Background: an optimization exercise with open tools, aiming at small area, a short achievable clock period and few clock cycles. Do not read the settings as production practice.
Where RTL was checked, it was by simulation tests only, not by an equivalence proof against the original.
The flow treats the clock pin as an ideal source, which a real chip does not have.

// tpu_top
module tpu_top#(
	parameter ARRAY_SIZE = 8,
	parameter SRAM_DATA_WIDTH = 32,
	parameter DATA_WIDTH = 8,
	parameter OUTPUT_DATA_WIDTH = 16
)
(
	input clk,
	input srstn,
	input tpu_start,
	input [SRAM_DATA_WIDTH-1:0] sram_rdata_w0,
	input [SRAM_DATA_WIDTH-1:0] sram_rdata_w1,
	input [SRAM_DATA_WIDTH-1:0] sram_rdata_d0,
	input [SRAM_DATA_WIDTH-1:0] sram_rdata_d1,
	output [9:0] sram_raddr_w0,
	output [9:0] sram_raddr_w1,
	output [9:0] sram_raddr_d0,
	output [9:0] sram_raddr_d1,
	output sram_write_enable_a0,
	output [ARRAY_SIZE*OUTPUT_DATA_WIDTH-1:0] sram_wdata_a,
	output [5:0] sram_waddr_a,
	output sram_write_enable_b0,
	output [ARRAY_SIZE*OUTPUT_DATA_WIDTH-1:0] sram_wdata_b,
	output [5:0] sram_waddr_b,
	output sram_write_enable_c0,
	output [ARRAY_SIZE*OUTPUT_DATA_WIDTH-1:0] sram_wdata_c,
	output [5:0] sram_waddr_c,
	output tpu_done
);
localparam NK = 5;
localparam [NK*5-1:0] KPOS = {5'd14, 5'd12, 5'd10, 5'd8, 5'd6};
localparam [17:0] CORR = 18'd0;
wire [5:0] cnt;
wire [5:0] cnt_nx;
wire [8*18-1:0] pbot;
wire [8*NK-1:0] kbot;
systolic_controll systolic_controll (
	.clk(clk),
	.srstn(srstn),
	.tpu_start(tpu_start),
	.cnt(cnt),
	.cnt_nx(cnt_nx),
	.tpu_done(tpu_done)
);
addr_sel addr_sel (
	.clk(clk),
	.cnt_nx(cnt_nx),
	.sram_raddr_w0(sram_raddr_w0),
	.sram_raddr_w1(sram_raddr_w1),
  ...
For scale: roughly 17000 cells after synthesis, roughly 580 I/O pins, about 200000 um2 of cells after synthesis.
export LEC_CHECK = 0
export CAP_MARGIN = 20
export CORE_MARGIN = 2
export CORE_UTILIZATION = 55
export SETUP_SLACK_MARGIN = 5
export SLEW_MARGIN = 20
export SYNTH_HIERARCHICAL = 1
create_clock -name core_clock -period 9.0 [get_ports {clk}]
standard.sh (not shown) runs the stock make flow with config.mk's settings and CLKGATE_MAP_FILE= SYNTH_SCRIPT=/design/flow/synth_recipe.tcl, a recipe that flattens the netlist after the stock synthesis.
==> flow/flow/run.sh <==
#!/bin/bash
set -euo pipefail
MARGIN=$(cat flow/margin.txt)
bash standard.sh SETUP_SLACK_MARGIN=$MARGIN finish > standard_flow.log 2>&1
==> flow/flow/margin.txt <==
5.5
The baseline completed without violations.
Testbench counts at the start, summed over its fixed seeds: cycles 4,032.
Rerun with:
==> flow/flow/run.sh (replaced) <==
#!/bin/bash
set -euo pipefail
MARGIN=$(cat flow/margin.txt)
export IO_MARGIN=$(cat flow/io_margin.txt)
export POST_CTS_TCL=$(pwd)/flow/post_cts.tcl
bash standard.sh SETUP_SLACK_MARGIN=$MARGIN finish > standard_flow.log 2>&1
==> flow/flow/io_margin.txt (new file) <==
6.2
==> flow/flow/post_cts.tcl (new file) <==
# Runs at the end of ORFS's CTS step (POST_CTS_TCL). The cells that feed the
# partial-sum registers of the MAC array are held fixed, and timing repair
# runs once more, with a larger setup margin, on everything else: the
# read-out of the bottom row, the output registers and port buffers, and
# the logic behind the input ports.
set mac_cells [get_fanin -to [get_pins -hierarchical {systolic.pr*/D systolic.kr*/D}] -only_cells -flat]
puts "post_cts: holding [llength $mac_cells] cells of the MAC array"
set_dont_touch $mac_cells
repair_timing -setup -setup_margin $::env(IO_MARGIN) -repair_tns 100 -match_cell_footprint -verbose
unset_dont_touch $mac_cells
detailed_placement
check_placement -verbose
report_worst_slack -max
Effect:
- The changed run died in clock tree synthesis, error RSZ-3006
- synthesized area is unchanged
- synthesized cell count is unchanged
Rerun with:
==> flow/flow/run.sh (replaced) <==
#!/bin/bash
set -euo pipefail
MARGIN=$(cat flow/margin.txt)
bash standard.sh SETUP_SLACK_MARGIN=$MARGIN finish > standard_flow.log 2>&1
- CORE_UTILIZATION: 55 -> 65
removed: flow/flow/io_margin.txt
removed: flow/flow/post_cts.tcl
What happened:
- With this change the flow finished clean
- synthesized cell count stays the same
- synthesized area is unchanged


== build 96 ==
Another version of the RTL of tpu_top (not shown whole).
Size: ~16000 cells after synthesis, roughly 580 I/O pins.
export LEC_CHECK = 0
export CAP_MARGIN = 20
export CORE_MARGIN = 2
export CORE_UTILIZATION = 55
export SETUP_SLACK_MARGIN = 5
export SLEW_MARGIN = 20
export SYNTH_HIERARCHICAL = 1
create_clock -name core_clock -period 9.0 [get_ports {clk}]
==> flow/flow/run.sh <==
#!/bin/bash
set -euo pipefail
MARGIN=$(cat flow/margin.txt)
bash standard.sh SETUP_SLACK_MARGIN=$MARGIN finish > standard_flow.log 2>&1
==> flow/flow/margin.txt <==
6.0
Build 96: PASS, flow complete, no timing, DRC or antenna violations
Here is what was changed in the inputs of build 43 compared with build 96.
==> flow/run.sh (new file) <==
#!/bin/bash
# synth_recipe.tcl (not shown) runs the flow's synth.tcl, then flattens the netlist and writes it again
# the make line also repeats each setting of config.mk as NAME=value (left out here)
make -C /OpenROAD-flow-scripts/flow DESIGN_CONFIG=/design/flow/config.mk WORK_HOME=/design/flow/orfs CLKGATE_MAP_FILE= SYNTH_SCRIPT=/design/flow/synth_recipe.tcl finish
removed: flow/flow/run.sh
removed: flow/flow/margin.txt
removed: flow/standard.sh
==> run notes <==
Build 43 closes out successfully: all stages finished, all timing, DRC and antenna checks passed.
In build 43, number of fill cells in the layout is higher than in build 96.
Between build 96 and build 43, the maximum achievable frequency is lower for build 43.
Of the two values seen for start point of the critical path, write_out.xw[98] was produced by build 43 and write_out.xw[74] by build 96.
Per the comparison of build 43 with build 96, worst setup slack went down.
The final reports for build 43 and build 96 show slew at the pin closest to its max-slew limit lower in the former.
No functional check of the RTL was part of any run of this note.


tpu_top with an RTL version that a note above also has.
For scale: roughly 17000 cells after synthesis, about 3100 flip-flops.
export LEC_CHECK = 0
export CAP_MARGIN = 20
export CORE_MARGIN = 2
export CORE_UTILIZATION = 55
export PLACE_DENSITY = 0.72
export SETUP_SLACK_MARGIN = 5
export SLEW_MARGIN = 20
export SYNTH_HIERARCHICAL = 1
create_clock -name core_clock -period 9.0 [get_ports {clk}]
==> flow/flow/run.sh <==
#!/bin/bash
set -euo pipefail
MARGIN=$(cat flow/margin.txt)
bash standard.sh SETUP_SLACK_MARGIN=$MARGIN finish > standard_flow.log 2>&1
==> flow/flow/margin.txt <==
5.75
Testbench counts at the start, summed over its fixed seeds: cycles 4,032.
Then changed:
==> flow/flow/run.sh (replaced) <==
#!/bin/bash
set -euo pipefail
MARGIN=$(cat flow/margin.txt)
export IO_MARGIN=$(cat flow/io_margin.txt)
export POST_CTS_TCL=$(pwd)/flow/post_cts.tcl
bash standard.sh SETUP_SLACK_MARGIN=$MARGIN finish > standard_flow.log 2>&1
==> flow/flow/io_margin.txt (new file) <==
6.2
==> flow/flow/margin.txt (replaced) <==
5.5
==> flow/flow/post_cts.tcl (new file) <==
# Runs at the end of ORFS's CTS step (POST_CTS_TCL). The cells that feed the
# partial-sum registers of the MAC array, and their nets, are held fixed,
# and timing repair runs once more, with a larger setup margin, on
# everything else: the read-out of the bottom row, the output registers and
# port buffers, and the logic behind the input ports.
set mac_cells [get_fanin -to [get_pins -hierarchical {systolic.pr*/D systolic.kr*/D}] -only_cells -flat]
set mac_nets [get_nets -of_objects [get_pins -of_objects $mac_cells]]
puts "post_cts: holding [llength $mac_cells] cells and [llength $mac_nets] nets of the MAC array"
set_dont_touch $mac_cells
set_dont_touch $mac_nets
repair_timing -setup -setup_margin $::env(IO_MARGIN) -repair_tns 100 -match_cell_footprint -verbose
unset_dont_touch $mac_nets
unset_dont_touch $mac_cells
detailed_placement
check_placement -verbose
report_worst_slack -max
PLACE_DENSITY = default   (was 0.72)
With this change the flow did not get past clock tree synthesis (ODB-0373); synthesized area does not change; synthesized cell count stays the same.
Then changed:
==> flow/flow/run.sh (replaced) <==
#!/bin/bash
# The standard layout (the standard.sh, unchanged synthesis), with
#  - the clock port placed at the middle of the bottom edge (pre_io.tcl,
#    run by ORFS just before its pin placement), so that the clock tree
#    starts near the middle of the design instead of at a corner.
set -euo pipefail
MARGIN=$(cat flow/margin.txt)
export PRE_IO_PLACEMENT_TCL=$(pwd)/flow/pre_io.tcl
bash standard.sh SETUP_SLACK_MARGIN=$MARGIN finish > standard_flow.log 2>&1
==> flow/flow/pre_io.tcl (new file) <==
# Keep the clock port within 10 um of the middle of the bottom edge.
set block [ord::get_db_block]
set dbu [$block getDbUnitsPerMicron]
set die [$block getDieArea]
set mid [expr {([$die xMin] + [$die xMax]) / 2.0 / $dbu}]
set lo [expr {$mid - 10}]
set hi [expr {$mid + 10}]
puts "pre_io: clock port on bottom:$lo-$hi"
set_io_pin_constraint -pin_names {clk} -region bottom:$lo-$hi
removed: flow/flow/io_margin.txt
removed: flow/flow/post_cts.tcl
What happened:
- The new run finished with timing, DRC and antenna clean
- area after synthesis is unchanged
- synthesized cell count stays the same
Then changed:
==> flow/flow/run.sh (replaced) <==
#!/bin/bash
set -euo pipefail
MARGIN=$(cat flow/margin.txt)
export IO_MARGIN=$(cat flow/io_margin.txt)
export POST_CTS_TCL=$(pwd)/flow/post_cts.tcl
bash standard.sh SETUP_SLACK_MARGIN=$MARGIN finish > standard_flow.log 2>&1
==> flow/flow/io_margin.txt (new file) <==
6.2
==> flow/flow/post_cts.tcl (new file) <==
# Runs at the end of ORFS's CTS step (POST_CTS_TCL). The cells that feed the
# partial-sum registers of the MAC array are held fixed, and timing repair
# runs once more, with a larger setup margin, on everything else: the
# read-out of the bottom row, the output registers and port buffers, and
# the logic behind the input ports.
set mac_cells [all_fanin -to [get_pins -hierarchical {systolic.pr*/D systolic.kr*/D}] -only_cells -flat]
puts "post_cts: holding [llength $mac_cells] cells of the MAC array"
set_dont_touch $mac_cells
repair_timing -setup -setup_margin $::env(IO_MARGIN) -repair_tns 100 -match_cell_footprint -verbose
unset_dont_touch $mac_cells
detailed_placement
check_placement -verbose
report_worst_slack -max
removed: flow/flow/pre_io.tcl
After rerunning: With this change the flow died in clock tree synthesis; area after synthesis stays the same; synthesized cell count does not change.

-- re-timing with driven ports --
The flow's constraints put no driver on any port. The routed layouts listed below were extracted and timed again, unchanged, in two steps. Step 1 assumes that a clkbuf_16 drives the clock port and a buf_2 every other input. Step 2 adds t to the input delays and takes it off the output delays; t is the mean of the earliest and latest rising clock arrival at the registers after step 1. Input paths then give back, and output paths get back, about the clock's delay inside the block. Three values: no drivers, after step 1, after step 2; two values: the first two.
run	t, ns	setup slack, ns	worst setup path at the end	worst register clock-pin slew, ns	worst slew at a driven data input, ns
the first run of note 1	1.030	5.549 / 5.448 / 4.715	input to register	0.07 / 0.07	0.15
the third run of note 1	1.028	5.477 / 5.404 / 4.675	input to register	0.07 / 0.07	0.12
build 96	1.042	5.588 / 5.485 / 5.300	input to register	0.07 / 0.07	0.05
build 43	1.019	5.049 / 4.944 / 4.687	input to register	0.07 / 0.07	0.06
the first run of note 3	1.043	5.517 / 5.409 / 4.863	input to register	0.07 / 0.07	0.12
the third run of note 3	0.998	5.528 / 5.449 / 4.698	input to register	0.07 / 0.07	0.15
After both steps setup and hold are still met in every run listed. For the first run of note 1, which loses most, drivers alone change the setup slack by -0.101 ns; drivers and shift together by -0.834 ns.
